Source: an optimization exercise on an open RTL-to-GDS flow (aim: small area and a short achievable clock period). Production flows keep margins and buffers that such runs may drop. In this exercise RTL edits were held to simulation tests only and were not proved equivalent to the original.

// complex_multiplier
module complex_multiplier (
    input  wire        clk,
    input  wire        rst_n,
    input  wire        enable,
    input  wire [31:0] a_real,
    input  wire [31:0] a_imag,
    input  wire [31:0] c_real,
    input  wire [31:0] c_imag,
    output wire [31:0] result_real,
    output wire [31:0] result_imag,
    output wire        valid
);
    integer k;
    genvar g;
    wire [31:0] opd [0:3];
    assign opd[0] = a_real;
    assign opd[1] = a_imag;
    assign opd[2] = c_real;
    assign opd[3] = c_imag;
    wire [11:0] bo_one [0:1];
    wire [11:0] bo_two [0:1];
    wire [11:0] bo_neg [0:1];
    generate
        for (g = 0; g < 2; g = g + 1) begin : enc
            cm_booth_enc be (.y({|opd[2+g][30:23], opd[2+g][22:0]}),
                             .one(bo_one[g]), .two(bo_two[g]), .neg(bo_neg[g]));
        end
    endgenerate
    reg [31:0] op_q  [0:3];
    reg [11:0] op_one[0:1];
    reg [11:0] op_two[0:1];
    reg [11:0] op_neg[0:1];
    always @(posedge clk) begin
        for (k = 0; k < 4; k = k + 1)
            op_q[k] <= opd[k];
        for (k = 0; k < 2; k = k + 1) begin
            op_one[k] <= bo_one[k];
            op_two[k] <= bo_two[k];
            op_neg[k] <= bo_neg[k];
        end
    end
    localparam [3:0] PX = {1'd1, 1'd0, 1'd1, 1'd0};    
    localparam [3:0] PY = {1'd0, 1'd1, 1'd1, 1'd0};    
    wire [39:0] f_r0 [0:3];
    wire [39:0] f_r1 [0:3];
    wire [39:0] f_r2 [0:3];
    wire        f_cl [0:3];
    wire [7:0]  f_e  [0:3];
    wire        f_sg [0:3];
  ...
Size: ~13,000 cells after synthesis, ~1,300 flip-flops, ~200 I/O pins.
Settings: LEC_CHECK=0, ABC_AREA=1, CAP_MARGIN=20, CORE_MARGIN=2, CORE_UTILIZATION=50, CTS_BUF_LIST=sky130_fd_sc_hd__clkbuf_8, SETUP_SLACK_MARGIN=5, SLEW_MARGIN=20; clock period 9.0 ns.
run.sh (not shown) runs the stock make flow with config.mk's settings and CLKGATE_MAP_FILE= SYNTH_SCRIPT=/design/flow/synth_recipe.tcl, a recipe that flattens the netlist after the stock synthesis.
The starting point ran to the end with no violations.
Rerun with:
--- a/flow/config.mk
+++ b/flow/config.mk
@@ -9,6 +9,6 @@
 export CAP_MARGIN = 20
 export CORE_MARGIN = 2
-export CORE_UTILIZATION = 50
-export CTS_BUF_LIST = sky130_fd_sc_hd__clkbuf_8
+export CORE_UTILIZATION = 40
+export CTS_BUF_LIST = sky130_fd_sc_hd__clkbuf_4
 export SETUP_SLACK_MARGIN = 5
 export SLEW_MARGIN = 20
What happened:
- global-route usage decreases by 9.2 points
- setup slack gains 13 ps
- worst hold slack gets better by 6.4 ps
Rerun with:
--- a/flow/config.mk
+++ b/flow/config.mk
@@ -10,5 +10,7 @@
 export CORE_MARGIN = 2
 export CORE_UTILIZATION = 40
-export CTS_BUF_LIST = sky130_fd_sc_hd__clkbuf_4
+export CTS_BUF_LIST = sky130_fd_sc_hd__clkbuf_16
+export CTS_CLUSTER_DIAMETER = 100
+export CTS_CLUSTER_SIZE = 24
 export SETUP_SLACK_MARGIN = 5
 export SLEW_MARGIN = 20
Effect: The changed run passed the timing, DRC and antenna checks; synthesized cell count does not change; die area does not change; routed wire length shrinks by 0.86%; first-iteration DRC count grows by 6.2%; worst setup slack is better by 47 ps; synthesized area is unchanged.
Rerun with:
--- a/flow/config.mk
+++ b/flow/config.mk
@@ -10,7 +10,6 @@
 export CORE_MARGIN = 2
 export CORE_UTILIZATION = 40
-export CTS_BUF_LIST = sky130_fd_sc_hd__clkbuf_16
-export CTS_CLUSTER_DIAMETER = 100
-export CTS_CLUSTER_SIZE = 24
+export CTS_BUF_LIST = sky130_fd_sc_hd__clkbuf_8
 export SETUP_SLACK_MARGIN = 5
 export SLEW_MARGIN = 20
+export TNS_END_PERCENT = 30
Fmax falls by 2.2%.
Sequential cell count stays the same.
Cell area rises by 1.9%.
Sequential share of layout area came out lower by 0.41 points.
Clock skew grows by 20 ps.
Die area stays the same.
Setup slack is worse by 90 ps.
Synthesized area stays the same.
Rerun with:
--- a/flow/config.mk
+++ b/flow/config.mk
@@ -10,6 +10,4 @@
 export CORE_MARGIN = 2
 export CORE_UTILIZATION = 40
-export CTS_BUF_LIST = sky130_fd_sc_hd__clkbuf_8
 export SETUP_SLACK_MARGIN = 5
 export SLEW_MARGIN = 20
-export TNS_END_PERCENT = 30
Effect: Routed wire length is about the same. Fmax increases by 1.7%. Global-route usage barely changes. Synthesized area does not change.
Rerun with:
--- a/flow/config.mk
+++ b/flow/config.mk
@@ -9,5 +9,8 @@
 export CAP_MARGIN = 20
 export CORE_MARGIN = 2
-export CORE_UTILIZATION = 40
+export CORE_UTILIZATION = 35
+export CTS_BUF_LIST = sky130_fd_sc_hd__clkbuf_16
+export CTS_CLUSTER_DIAMETER = 100
+export CTS_CLUSTER_SIZE = 24
 export SETUP_SLACK_MARGIN = 5
 export SLEW_MARGIN = 20
After rerunning:
- The new run ran to the end with no violations
- critical path depth grows by 1
- die area grows by 14%
- worst setup slack improved by 14 ps
- routed wire length grows by 0.40%

========
complex_multiplier, a different RTL version from the one above (not shown whole).
For scale: roughly 11,000 cells after synthesis, ~1,300 flip-flops, ~200 I/O pins, roughly 100,000 sq um of cells after synthesis.
==> flow/design.v (excerpt) <==
module complex_multiplier (
    input  wire        clk,
    input  wire        rst_n,
    input  wire        enable,
    input  wire [31:0] a_real,
    input  wire [31:0] a_imag,
    input  wire [31:0] c_real,
    input  wire [31:0] c_imag,
    output wire [31:0] result_real,
    output wire [31:0] result_imag,
    output wire        valid
);
==> flow/config.mk <==
export PLATFORM = sky130hd
export DESIGN_NAME = complex_multiplier
export DESIGN_NICKNAME = complex_multiplier
export VERILOG_FILES = /design/flow/design.v
export SDC_FILE = /design/flow/constraint.sdc
export NUM_CORES = 4
export LEC_CHECK = 0
export CAP_MARGIN = 20
export CORE_MARGIN = 2
export CORE_UTILIZATION = 40
export SETUP_SLACK_MARGIN = 5
export SLEW_MARGIN = 20
==> flow/constraint.sdc <==
create_clock -name core_clock -period 9.0 [get_ports {clk}]
set_input_delay 1.8000 -clock core_clock [delete_from_list [all_inputs] [get_ports {clk}]]
set_output_delay 1.8000 -clock core_clock [all_outputs]
set_load 0.01 [all_outputs]
Edit:
Settings changed: ABC_AREA set to 1.
Effect: The new run produced a clean layout. Final area grows by 0.47%. Worst setup slack improves by 0.050 ns. Sequential share of layout area went down by 0.28 points.

========
== rev 12 ==
complex_multiplier with an RTL version that a note above also has.
Size in the first run: roughly 13000 cells after synthesis, ~1300 flip-flops.
clock: 9.0 ns
lec_check: 0
abc_area: 1
cap_margin: 20
core_margin: 2
core_utilization: 40
cts_buf_list: sky130_fd_sc_hd__clkbuf_8
setup_slack_margin: 5
slew_margin: 20
The final layout from rev 12, which completed every stage, passed the timing, DRC and antenna checks at the end of the flow.
The following lists how rev 13 was set up differently from rev 12:
Settings: an added CTS_CLUSTER_SIZE of 30; a change of CTS_BUF_LIST from sky130_fd_sc_hd__clkbuf_8 to sky130_fd_sc_hd__clkbuf_16; an added CTS_CLUSTER_DIAMETER of 120.
Rev 12 → rev 13: smallest setup slack after layout went up; max-slew violation count did not really move; headroom to the max-slew limit went up. Reg2reg setup slack, rev 13 and rev 12: larger value in rev 13. When the final numbers for rev 13 and rev 12 were put side by side, the clock transition at the register clock pins on the worst setup and hold paths after CTS turned out to be smaller in rev 12. Delta (rev 13 minus rev 12): number of cell instances on the worst register-to-register path fell by 1; final design utilization fell by 1.1 points.

========
## v6
Another version of the RTL of complex_multiplier (not shown whole).
Size in the first run: about 890 flip-flops, ~200 I/O pins.
==> flow/config.mk <==
export PLATFORM = sky130hd
export DESIGN_NAME = complex_multiplier
export DESIGN_NICKNAME = complex_multiplier
export VERILOG_FILES = /design/flow/design.v
export SDC_FILE = /design/flow/constraint.sdc
export NUM_CORES = 4
export LEC_CHECK = 0
export CAP_MARGIN = 20
export CORE_MARGIN = 2
export CORE_UTILIZATION = 30
export SLEW_MARGIN = 20
==> flow/constraint.sdc <==
create_clock -name core_clock -period 9.0 [get_ports {clk}]
set_input_delay 1.8000 -clock core_clock [delete_from_list [all_inputs] [get_ports {clk}]]
set_output_delay 1.8000 -clock core_clock [all_outputs]
set_load 0.01 [all_outputs]
v6: done, clean on timing, DRC and antenna
[inputs] v7 vs v6
Settings: setting SETUP_SLACK_MARGIN to 5 for the first time; changing CORE_UTILIZATION from 30 to 40.
==> results.txt <==
v7 closes out successfully: all stages finished, all timing, DRC and antenna checks passed. In the reports for v6 and v7, the smaller met2 wire length belongs to v6. v7 ends up with a total wire length that is 20% higher than in v6. sky130_fd_sc_hd__nand2b_1 as the slowest cell on the critical path was reported by v6, and sky130_fd_sc_hd__fa_1 by v7. As far as synthesized netlist cell count goes, v7 and v6 are indistinguishable; the numbers are identical. Cmp v7 vs v6: final critical-path required period lower in v7. v7 vs. v6: wire length on met3 went up by 13 mm. Taking v6 as the reference, in v7 buffer share of cell area went up, clock-buffer cell count went up.

==> afterwards: timing with drivers on the ports <==
Ports are ideal in the flow. The routed layouts listed here were re-timed in OpenROAD. Step 1 sets driving cells, clkbuf_16 on the clock port and buf_2 on the other inputs (assumed; they add their load-dependent delay and slew). Step 2 also shifts input and output timing later by t, the mid clock arrival at the registers, as if the neighbouring blocks saw the same clock. Slacks: ideal ports / drivers / drivers and shift; pairs: ideal ports / drivers.
| run | t (ns) | setup slack, ns | worst register clock-pin slew, ns |
|---|---|---|---|
| the first run of note 1 | 1.135 | 5.010 / 5.010 / 5.010 | 0.07 / 0.07 |
| the second run of note 1 | 1.453 | 5.023 / 5.023 / 5.023 | 0.08 / 0.08 |
| the third run of note 1 | 0.884 | 5.070 / 5.070 / 5.070 | 0.11 / 0.11 |
| the fourth run of note 1 | 1.088 | 4.980 / 4.980 / 4.980 | 0.07 / 0.07 |
| the fifth run of note 1 | 0.926 | 5.049 / 5.049 / 5.049 | 0.07 / 0.07 |
| the sixth run of note 1 | 0.852 | 5.063 / 5.063 / 5.063 | 0.11 / 0.11 |
| the first run of note 2 | 0.897 | 4.889 / 4.889 / 4.258 | 0.07 / 0.07 |
| the second run of note 2 | 0.936 | 4.939 / 4.939 / 4.435 | 0.07 / 0.07 |
| rev 12 | 1.088 | 5.051 / 5.051 / 5.051 | 0.07 / 0.07 |
| rev 13 | 0.885 | 5.066 / 5.066 / 5.066 | 0.12 / 0.12 |
| v6 | 0.854 | 2.641 / 2.641 / 2.641 | 0.09 / 0.09 |
| v7 | 0.869 | 3.922 / 3.922 / 3.922 | 0.08 / 0.08 |
After both steps setup and hold are still met in every run listed. For the first run of note 2, which loses most, drivers alone change the setup slack by 0.000 ns; drivers and shift together by -0.631 ns.
